What follows belongs to an exercise in optimizing a design on an open flow for small area; a production flow would make more cautious choices. RTL that was checked went through simulation tests only; none was proved equivalent to the original. Power and IR drop assume default switching activity.

== v39 ==
==> flow/design.v <==
`timescale 1ns / 1ps
module MCU(clk,reset,imem_addr,imem_data,dmem_addr,dmem_we,dmem_wdata,dmem_rdata,
           in_data,out_we,out_addr,out_data);
input clk,reset;
output [7:0] imem_addr;
input [16:0] imem_data;
output [7:0] dmem_addr;
output dmem_we;
output [7:0] dmem_wdata;
input [7:0] dmem_rdata;
input [7:0] in_data;
output out_we;
output [7:0] out_addr, out_data;
reg [7:0] pc;         
reg aj;               
reg [4:0] ir_op;      
reg [11:0] ir_f;
reg [7:0] exA;        
reg [7:0] exB;        
reg [2:0] exD;        
reg [1:0] exC;        
reg [7:0] rf1, rf2, rf3, rf4, rf5, rf6, rf7;
wire ex_nod  = (exD == 3'd0);
wire jump    = (exC == 2'b11);
assign dmem_we   = (exC == 2'b01) & ex_nod;
assign out_we    = (exC == 2'b10) & ex_nod;
assign dmem_addr = exA;
assign out_addr  = exA;
assign dmem_wdata = exB;
assign out_data   = exB;
wire [7:0] wb = (exC == 2'b00) ? exB :
                (exC == 2'b01) ? dmem_rdata :
                (exC == 2'b10) ? in_data : exA;
always @(posedge clk) begin
    case (exD)
    3'd1: rf1 <= wb;
    3'd2: rf2 <= wb;
    3'd3: rf3 <= wb;
    3'd4: rf4 <= wb;
    3'd5: rf5 <= wb;
    3'd6: rf6 <= wb;
    3'd7: rf7 <= wb;
    default: ;
    endcase
end
wire [2:0] fD = ir_f[11:9];
wire [2:0] fA = ir_f[8:6];
wire [2:0] fB = ir_f[5:3];
wire [5:0] im = ir_f[5:0];
wire [2:0] sh = ir_f[2:0];
wire o_add = ir_op == 5'b00001;
wire o_ani = ir_op == 5'b00010;
wire o_adi = ir_op == 5'b00011;
wire o_sub = ir_op == 5'b00100;
wire o_slt = ir_op == 5'b00101;
wire o_not = ir_op == 5'b00110;
wire o_ld  = ir_op == 5'b00111;
wire o_st  = ir_op == 5'b01000;
wire o_mov = ir_op == 5'b01001;
wire o_jmp = ir_op == 5'b01010;
wire o_jmr = ir_op == 5'b01011;
wire o_jml = ir_op == 5'b01100;
wire o_ori = ir_op == 5'b01101;
wire o_xor = ir_op == 5'b01110;
wire o_shl = ir_op == 5'b01111;
wire o_shr = ir_op == 5'b10001;
wire o_bz  = ir_op == 5'b10010;
wire o_bnz = ir_op == 5'b10011;
wire o_in  = ir_op == 5'b10100;
wire o_out = ir_op == 5'b10101;
wire rdA = o_add | o_ani | o_adi | o_sub | o_slt | o_not | o_ld | o_st | o_mov |
           o_jmr | o_ori | o_xor | o_shl | o_shr | o_bz | o_bnz | o_in | o_out;
wire rdB = o_add | o_sub | o_slt | o_st | o_jmr | o_xor | o_in | o_out;
wire alu_wr = o_add | o_ani | o_adi | o_sub | o_slt | o_not | o_mov |
              o_ori | o_xor | o_shl | o_shr;
wire branch = o_jmp | o_jmr | o_jml | o_bz | o_bnz;
wire stall = ~ex_nod & ((rdA & (fA == exD)) | (rdB & (fB == exD)));
wire [7:0] rA, rB;
RfRead u_rdA(.a(fA), .r1(rf1), .r2(rf2), .r3(rf3), .r4(rf4), .r5(rf5), .r6(rf6), .r7(rf7), .q(rA));
RfRead u_rdB(.a(fB), .r1(rf1), .r2(rf2), .r3(rf3), .r4(rf4), .r5(rf5), .r6(rf6), .r7(rf7), .q(rB));
wire [7:0] pc1 = aj ? exB : pc;
wire [7:0] opA, res;
Alu u_alu(.ir_op(ir_op), .ir_f(ir_f), .rA(rA), .rB(rB), .pc1(pc1), .opA(opA), .res(res));
wire zA = (rA == 8'd0);
wire taken = o_jmp | o_jmr | o_jml | (o_bz & zA) | (o_bnz & ~zA);
wire dnz = (fD != 3'd0);
reg [2:0] nD;
reg [1:0] nC;
always @(*) begin
    nD = 3'd0; nC = 2'b00;
    if (alu_wr) nD = fD;
    if (o_ld)  begin nD = fD; nC = {1'b0, dnz}; end
    if (o_in)  begin nD = fD; nC = {dnz, 1'b0}; end
    if (o_st)  nC = 2'b01;
    if (o_out) nC = 2'b10;
    if (o_jml) nD = fD;
    if (taken) nC = 2'b11;
end
wire [7:0] pc_inc = pc + {7'd0, ~stall};    
always @(posedge clk or negedge reset) begin
    if (!reset) begin
        pc <= 8'd0;
        ir_op <= 5'd0;
        exD <= 3'd0;
        exC <= 2'b00;
        aj <= 1'b0;
    end else begin
        aj <= jump;
        exD <= stall ? 3'd0 : nD;
        exC <= stall ? 2'b00 : nC;
        pc <= jump ? exB : pc_inc;
        if (!stall) begin
            ir_op <= branch ? 5'd0 : imem_data[16:12];
        end
    end
end
always @(posedge clk) begin
    exA <= opA;
    exB <= res;
    if (!stall) begin
        ir_f <= imem_data[11:0];
    end
end
assign imem_addr = pc;
endmodule
module RfRead(a, r1, r2, r3, r4, r5, r6, r7, q);
input [2:0] a;
input [7:0] r1, r2, r3, r4, r5, r6, r7;
output reg [7:0] q;
always @(*) begin
    case (a)
    3'd1: q = r1; 3'd2: q = r2; 3'd3: q = r3; 3'd4: q = r4;
    3'd5: q = r5; 3'd6: q = r6; 3'd7: q = r7; default: q = 8'd0;
    endcase
end
endmodule
module Alu(ir_op, ir_f, rA, rB, pc1, opA, res);
input [4:0] ir_op;
input [11:0] ir_f;
input [7:0] rA, rB, pc1;
output [7:0] opA;
output reg [7:0] res;
wire [5:0] im = ir_f[5:0];
wire [2:0] sh = ir_f[2:0];
wire o_nop = ir_op == 5'b00000;
wire o_add = ir_op == 5'b00001;
wire o_ani = ir_op == 5'b00010;
wire o_adi = ir_op == 5'b00011;
wire o_sub = ir_op == 5'b00100;
wire o_slt = ir_op == 5'b00101;
wire o_not = ir_op == 5'b00110;
wire o_st  = ir_op == 5'b01000;
wire o_jmp = ir_op == 5'b01010;
wire o_jml = ir_op == 5'b01100;
wire o_ori = ir_op == 5'b01101;
wire o_xor = ir_op == 5'b01110;
wire o_shl = ir_op == 5'b01111;
wire o_shr = ir_op == 5'b10001;
wire o_bz  = ir_op == 5'b10010;
wire o_bnz = ir_op == 5'b10011;
wire o_out = ir_op == 5'b10101;
wire use_br = o_jmp | o_jml | o_bz | o_bnz;
wire use_pc = use_br | (ir_op == 5'b00000);
assign opA = use_pc ? pc1 : rA;
wire use_rb  = o_add | o_sub | o_slt | o_xor | o_st | o_out;
wire use_sx  = o_adi | use_br;
wire use_zx  = o_ani | o_ori;
wire [7:0] opB = use_rb ? rB :
                 use_sx ? {{2{im[5]}}, im} :
                 use_zx ? {2'b00, im} : 8'd0;
wire inv = o_sub | o_slt;
wire cin = inv | o_nop;    
wire pass = o_st | o_out;
wire [7:0] aA = opA & {8{~pass}};
wire [7:0] bB = (opB ^ {8{inv}}) | {8{o_not}};
wire [7:0] p = aA ^ bB;
wire [7:0] g = aA & bB;
wire [8:0] s9 = {1'b0, aA} + {1'b0, bB} + {8'd0, cin};
wire [7:0] c = s9[7:0] ^ p;
wire arith = ~(o_ani | o_ori | o_xor | o_not | pass);
wire [7:0] alu = (p & {8{~o_ani}}) ^ (g & {8{o_ani | o_ori}}) ^ (c & {8{arith}});
wire [2:0] ra = o_shr ? (3'd0 - sh) : sh;
wire [15:0] rot2 = {opA, opA} << ra;
wire [7:0] rot = rot2[15:8];
wire [7:0] mskl = 8'hff << sh;
wire [7:0] mskr = 8'hff >> sh;
wire [7:0] shv = rot & (o_shr ? mskr : mskl);
always @(*) begin
    if (o_slt)                 res = {7'd0, ~s9[8]};
    else if (o_shl | o_shr)    res = shv;
    else                       res = alu;
end
endmodule
export LEC_CHECK = 0
export ABC_AREA = 1
export CAP_MARGIN = 20
export CORE_MARGIN = 2
export CORE_UTILIZATION = 40
export SLEW_MARGIN = 20
create_clock -name core_clock -period 10.0 [get_ports {clk}]
standard.sh (not shown) runs the stock make flow with config.mk's settings and CLKGATE_MAP_FILE= SYNTH_SCRIPT=/design/flow/synth_recipe.tcl, a recipe that flattens the netlist after the stock synthesis.
==> flow/flow/run.sh <==
#!/bin/bash
# Own layout flow: the standard ORFS flow, with
#  - synthesis as standard.sh synth runs it, but with a stronger ABC area
#    script (flow/abc_area.script); the flip-flops are mapped before ABC
#    runs, so the registers, their names and cells are the standard ones;
#  - no separate full/half-adder extraction, so ABC maps adders with the
#    rest of the logic;
#  - each module of the RTL (the register-file read ports and the ALU are
#    modules of their own) mapped on its own, then flattened as the standard flow's
#    synthesis script does; all registers are in MCU;
#  - port buffers of the smallest buffer cell;
#  - clock tree without dummy loads.
# Each step's full output goes to a log file in this folder.
set -euo pipefail
W=$PWD
rm -rf "$W/scripts_mod"
cp -r "$FLOW_HOME/scripts" "$W/scripts_mod"
cp "$W/flow/abc_area.script" "$W/scripts_mod/abc_area.script"

SCRIPTS_DIR="$W/scripts_mod" ABC_AREA=1 ADDER_MAP_FILE= SYNTH_HIERARCHICAL=1 \
  SYNTH_MINIMUM_KEEP_SIZE=0 bash standard.sh synth > "$W/log_synth.txt" 2>&1

source "$W/flow/knobs.sh"
bash standard.sh finish > "$W/log_layout.txt" 2>&1
==> flow/flow/abc_area.script <==
strash
&get -n
&deepsyn -T 30
&put
dch -f
amap
topo
==> flow/flow/knobs.sh <==
export BUFFER_PORTS_ARGS="-buffer_cell sky130_fd_sc_hd__buf_1"
export CTS_ARGS="-sink_clustering_enable -repair_clock_nets -dont_use_dummy_load -buf_list sky130_fd_sc_hd__clkbuf_8"
The following lists how v33 was set up differently from v39:
--- a/flow/design.v
+++ b/flow/design.v
@@ -104,7 +104,5 @@
         exD <= 3'd0;
         exC <= 2'b00;
-        aj <= 1'b0;
     end else begin
-        aj <= jump;
         exD <= stall ? 3'd0 : nD;
         exC <= stall ? 2'b00 : nC;
@@ -115,4 +113,5 @@
     end
 end
+always @(posedge clk) aj <= jump;
 always @(posedge clk) begin
     exA <= opA;
@@ -180,10 +179,6 @@
 wire arith = ~(o_ani | o_ori | o_xor | o_not | pass);
 wire [7:0] alu = (p & {8{~o_ani}}) ^ (g & {8{o_ani | o_ori}}) ^ (c & {8{arith}});
-wire [2:0] ra = o_shr ? (3'd0 - sh) : sh;
-wire [15:0] rot2 = {opA, opA} << ra;
-wire [7:0] rot = rot2[15:8];
-wire [7:0] mskl = 8'hff << sh;
-wire [7:0] mskr = 8'hff >> sh;
-wire [7:0] shv = rot & (o_shr ? mskr : mskl);
+wire [7:0] shv;
+Shift u_sh(.a(opA), .sh(sh), .shr(o_shr), .y(shv));
 always @(*) begin
     if (o_slt)                 res = {7'd0, ~s9[8]};
@@ -192,2 +187,13 @@
 end
 endmodule
+module Shift(a, sh, shr, y);
+input [7:0] a;
+input [2:0] sh;
+input shr;
+output [7:0] y;
+wire [7:0] ar = {a[0], a[1], a[2], a[3], a[4], a[5], a[6], a[7]};
+wire [7:0] x = shr ? ar : a;
+wire [7:0] z = x << sh;
+wire [7:0] zr = {z[0], z[1], z[2], z[3], z[4], z[5], z[6], z[7]};
+assign y = shr ? zr : z;
+endmodule
- v33: done, clean on timing, DRC and antenna
- Summary — routed wire length per instance, v33 relative to v39: higher, by 1.4 um.
- Area: v33 vs v39 -> v33 smaller
- Die size: v33 is under v39
- v39 vs v33, most common cell after layout, fill and taps aside: sky130_fd_sc_hd__nor2_1 vs sky130_fd_sc_hd__buf_1
- v33 — number of global-route vias before repair 75 lower, v39 as reference
- Diff v39 -> v33 | total power draw | up slightly
- v33 vs. v39: logic gate share of total power went up by 0.2 points.
No functional check of the RTL was part of any run of this note.

---

indigo:
Another version of the RTL of MCU (not shown whole).
Size in the first run: ~570 cells after synthesis, about 100 flip-flops, roughly 77 I/O pins.
==> module MCU, before the edit <==
module MCU(clk,reset,imem_addr,imem_data,dmem_addr,dmem_we,dmem_wdata,dmem_rdata,
           in_data,out_we,out_addr,out_data);
input clk,reset;
output [7:0] imem_addr;
input [16:0] imem_data;
output [7:0] dmem_addr;
output dmem_we;
output [7:0] dmem_wdata;
input [7:0] dmem_rdata;
input [7:0] in_data;
output out_we;
output [7:0] out_addr, out_data;
reg [7:0] pc;         
reg aj;               
reg [4:0] ir_op;      
reg [11:0] ir_f;
reg [7:0] exA;        
reg [7:0] exB;        
reg [2:0] exD;        
reg [1:0] exC;        
reg [7:0] rf1, rf2, rf3, rf4, rf5, rf6, rf7;
wire ex_nod  = (exD == 3'd0);
wire jump    = (exC == 2'b11);
assign dmem_we   = (exC == 2'b01) & ex_nod;
assign out_we    = (exC == 2'b10) & ex_nod;
assign dmem_addr = exA;
assign out_addr  = exA;
assign dmem_wdata = exB;
assign out_data   = exB;
wire [7:0] wb = (exC == 2'b00) ? exB :
                (exC == 2'b01) ? dmem_rdata :
                (exC == 2'b10) ? in_data : exA;
always @(posedge clk) begin
    case (exD)
    3'd1: rf1 <= wb;
    3'd2: rf2 <= wb;
    3'd3: rf3 <= wb;
    3'd4: rf4 <= wb;
    3'd5: rf5 <= wb;
    3'd6: rf6 <= wb;
    3'd7: rf7 <= wb;
    default: ;
    endcase
end
wire [2:0] fD = ir_f[11:9];
wire [2:0] fA = ir_f[8:6];
wire [2:0] fB = ir_f[5:3];
wire [5:0] im = ir_f[5:0];
wire [2:0] sh = ir_f[2:0];
wire o_add = ir_op == 5'b00001;
wire o_ani = ir_op == 5'b00010;
wire o_adi = ir_op == 5'b00011;
wire o_sub = ir_op == 5'b00100;
wire o_slt = ir_op == 5'b00101;
wire o_not = ir_op == 5'b00110;
wire o_ld  = ir_op == 5'b00111;
wire o_st  = ir_op == 5'b01000;
wire o_mov = ir_op == 5'b01001;
wire o_jmp = ir_op == 5'b01010;
wire o_jmr = ir_op == 5'b01011;
wire o_jml = ir_op == 5'b01100;
wire o_ori = ir_op == 5'b01101;
wire o_xor = ir_op == 5'b01110;
wire o_shl = ir_op == 5'b01111;
wire o_shr = ir_op == 5'b10001;
wire o_bz  = ir_op == 5'b10010;
wire o_bnz = ir_op == 5'b10011;
wire o_in  = ir_op == 5'b10100;
wire o_out = ir_op == 5'b10101;
wire rdA = o_add | o_ani | o_adi | o_sub | o_slt | o_not | o_ld | o_st | o_mov |
           o_jmr | o_ori | o_xor | o_shl | o_shr | o_bz | o_bnz | o_in | o_out;
wire rdB = o_add | o_sub | o_slt | o_st | o_jmr | o_xor | o_in | o_out;
wire alu_wr = o_add | o_ani | o_adi | o_sub | o_slt | o_not | o_mov |
              o_ori | o_xor | o_shl | o_shr;
wire branch = o_jmp | o_jmr | o_jml | o_bz | o_bnz;
wire stall = ~ex_nod & ((rdA & (fA == exD)) | (rdB & (fB == exD)));
wire [7:0] rA, rB;
RfRead u_rdA(.a(fA), .r1(rf1), .r2(rf2), .r3(rf3), .r4(rf4), .r5(rf5), .r6(rf6), .r7(rf7), .q(rA));
RfRead u_rdB(.a(fB), .r1(rf1), .r2(rf2), .r3(rf3), .r4(rf4), .r5(rf5), .r6(rf6), .r7(rf7), .q(rB));
wire [7:0] pc1 = aj ? exB : pc;
wire [7:0] opA, res;
Alu u_alu(.ir_op(ir_op), .ir_f(ir_f), .rA(rA), .rB(rB), .pc1(pc1), .opA(opA), .res(res));
wire zA = (rA == 8'd0);
wire taken = o_jmp | o_jmr | o_jml | (o_bz & zA) | (o_bnz & ~zA);
wire dnz = (fD != 3'd0);
reg [2:0] nD;
reg [1:0] nC;
always @(*) begin
    nD = 3'd0; nC = 2'b00;
    if (alu_wr) nD = fD;
    if (o_ld)  begin nD = fD; nC = {1'b0, dnz}; end
    if (o_in)  begin nD = fD; nC = {dnz, 1'b0}; end
    if (o_st)  nC = 2'b01;
    if (o_out) nC = 2'b10;
    if (o_jml) nD = fD;
    if (taken) nC = 2'b11;
end
wire [7:0] pc_inc = pc + {7'd0, ~stall};    
always @(posedge clk or negedge reset) begin
    if (!reset) begin
        pc <= 8'd0;
        ir_op <= 5'd0;
        exD <= 3'd0;
        exC <= 2'b00;
        aj <= 1'b0;
    end else begin
        aj <= jump;
        exD <= stall ? 3'd0 : nD;
        exC <= stall ? 2'b00 : nC;
        pc <= jump ? exB : pc_inc;
        if (!stall) begin
            ir_op <= branch ? 5'd0 : imem_data[16:12];
        end
    end
end
always @(posedge clk) begin
    exA <= opA;
    exB <= res;
    if (!stall) begin
        ir_f <= imem_data[11:0];
    end
end
assign imem_addr = pc;
endmodule
==> module Alu, before the edit <==
module Alu(ir_op, ir_f, rA, rB, pc1, opA, res);
input [4:0] ir_op;
input [11:0] ir_f;
input [7:0] rA, rB, pc1;
output [7:0] opA;
output reg [7:0] res;
wire [5:0] im = ir_f[5:0];
wire [2:0] sh = ir_f[2:0];
wire o_nop = ir_op == 5'b00000;
wire o_add = ir_op == 5'b00001;
wire o_ani = ir_op == 5'b00010;
wire o_adi = ir_op == 5'b00011;
wire o_sub = ir_op == 5'b00100;
wire o_slt = ir_op == 5'b00101;
wire o_not = ir_op == 5'b00110;
wire o_st  = ir_op == 5'b01000;
wire o_jmp = ir_op == 5'b01010;
wire o_jml = ir_op == 5'b01100;
wire o_ori = ir_op == 5'b01101;
wire o_xor = ir_op == 5'b01110;
wire o_shl = ir_op == 5'b01111;
wire o_shr = ir_op == 5'b10001;
wire o_bz  = ir_op == 5'b10010;
wire o_bnz = ir_op == 5'b10011;
wire o_out = ir_op == 5'b10101;
wire use_br = o_jmp | o_jml | o_bz | o_bnz;
wire use_pc = use_br | (ir_op == 5'b00000);
assign opA = use_pc ? pc1 : rA;
wire use_rb  = o_add | o_sub | o_slt | o_xor | o_st | o_out;
wire use_sx  = o_adi | use_br;
wire use_zx  = o_ani | o_ori;
wire [7:0] opB = use_rb ? rB :
                 use_sx ? {{2{im[5]}}, im} :
                 use_zx ? {2'b00, im} : 8'd0;
wire inv = o_sub | o_slt;
wire cin = inv | o_nop;    
wire pass = o_st | o_out;
wire [7:0] aA = opA & {8{~pass}};
wire [7:0] bB = (opB ^ {8{inv}}) | {8{o_not}};
wire [7:0] p = aA ^ bB;
wire [7:0] g = aA & bB;
wire [8:0] s9 = {1'b0, aA} + {1'b0, bB} + {8'd0, cin};
wire [7:0] c = s9[7:0] ^ p;
wire arith = ~(o_ani | o_ori | o_xor | o_not | pass);
wire [7:0] alu = (p & {8{~o_ani}}) ^ (g & {8{o_ani | o_ori}}) ^ (c & {8{arith}});
wire [7:0] shv;
Shift u_sh(.a(opA), .sh(sh), .shr(o_shr), .y(shv));
always @(*) begin
    if (o_slt)                 res = {7'd0, ~s9[8]};
    else if (o_shl | o_shr)    res = shv;
    else                       res = alu;
end
endmodule
Settings: LEC_CHECK=0, ABC_AREA=1, CAP_MARGIN=20, CORE_MARGIN=2, CORE_UTILIZATION=40, SLEW_MARGIN=20; clock period 10.0 ns.
Scripts as last shown in full above: flow/flow/run.sh, flow/flow/abc_area.script, flow/flow/knobs.sh
Input-level comparison between yarrow and indigo:
--- a/flow/design.v
+++ b/flow/design.v
@@ -100,23 +100,22 @@
 always @(posedge clk or negedge reset) begin
     if (!reset) begin
         pc <= 8'd0;
         ir_op <= 5'd0;
         exD <= 3'd0;
         exC <= 2'b00;
-        aj <= 1'b0;
     end else begin
-        aj <= jump;
         exD <= stall ? 3'd0 : nD;
         exC <= stall ? 2'b00 : nC;
         pc <= jump ? exB : pc_inc;
         if (!stall) begin
             ir_op <= branch ? 5'd0 : imem_data[16:12];
         end
     end
 end
+always @(posedge clk) aj <= jump;
 always @(posedge clk) begin
     exA <= opA;
     exB <= res;
     if (!stall) begin
         ir_f <= imem_data[11:0];
     end
@@ -162,20 +161,20 @@
 wire use_br = o_jmp | o_jml | o_bz | o_bnz;
 wire use_pc = use_br | (ir_op == 5'b00000);
 assign opA = use_pc ? pc1 : rA;
 wire use_rb  = o_add | o_sub | o_slt | o_xor | o_st | o_out;
 wire use_sx  = o_adi | use_br;
 wire use_zx  = o_ani | o_ori;
-wire [7:0] opB = use_rb ? rB :
+wire [7:0] opB = o_not ? 8'hff : use_rb ? (rB ^ {8{inv}}) :
                  use_sx ? {{2{im[5]}}, im} :
                  use_zx ? {2'b00, im} : 8'd0;
 wire inv = o_sub | o_slt;
 wire cin = inv | o_nop;    
 wire pass = o_st | o_out;
 wire [7:0] aA = opA & {8{~pass}};
-wire [7:0] bB = (opB ^ {8{inv}}) | {8{o_not}};
+wire [7:0] bB = opB;
 wire [7:0] p = aA ^ bB;
 wire [7:0] g = aA & bB;
 wire [8:0] s9 = {1'b0, aA} + {1'b0, bB} + {8'd0, cin};
 wire [7:0] c = s9[7:0] ^ p;
 wire arith = ~(o_ani | o_ori | o_xor | o_not | pass);
 wire [7:0] alu = (p & {8{~o_ani}}) ^ (g & {8{o_ani | o_ori}}) ^ (c & {8{arith}});
==> run summary <==
- The run with more setup slack is yarrow; indigo has less.
- Where cell area after layout is concerned, indigo is outperformed by yarrow.
- Summary: total wire length after detailed routing, yarrow worse than indigo
- Filler-free cell count of the finished design, yarrow vs indigo: down by a few percent
- indigo and yarrow ended up with nearly the same setup TNS.
- Looking at most common library cell in the layout ignoring fill and taps, the clkinv_1 result is from indigo; the buf_1 one comes from yarrow.

[what the ideal ports hide]
In the flow no input, the clock included, has a driving cell. The finished layouts below were timed again as built, in two steps.
Step 1 (the two cells are an assumption about what drives the block):
set clk [get_ports {clk}]
set_driving_cell -lib_cell sky130_fd_sc_hd__clkbuf_16 $clk
set_driving_cell -lib_cell sky130_fd_sc_hd__buf_2 [delete_from_list [all_inputs] $clk]
Step 2, shift: input delay + t, output delay - t, t = (earliest + latest rising clock arrival at the registers) / 2. This alone moves slack from input paths to output paths.
Three values: ideal, step 1, step 2; two values: the first two.
run	shift t [ns]	slack for setup (ns)	hold WS [ns]
v39	0.401	5.370 / 5.370 / 5.370	0.512 / 0.512 / 0.512
v33	0.403	3.430 / 3.430 / 3.430	0.515 / 0.515 / 0.515
indigo	0.414	3.487 / 3.487 / 3.487	0.495 / 0.495 / 0.495
yarrow	0.412	4.118 / 4.118 / 4.118	0.502 / 0.502 / 0.502
After both steps setup and hold are still met in every run listed.
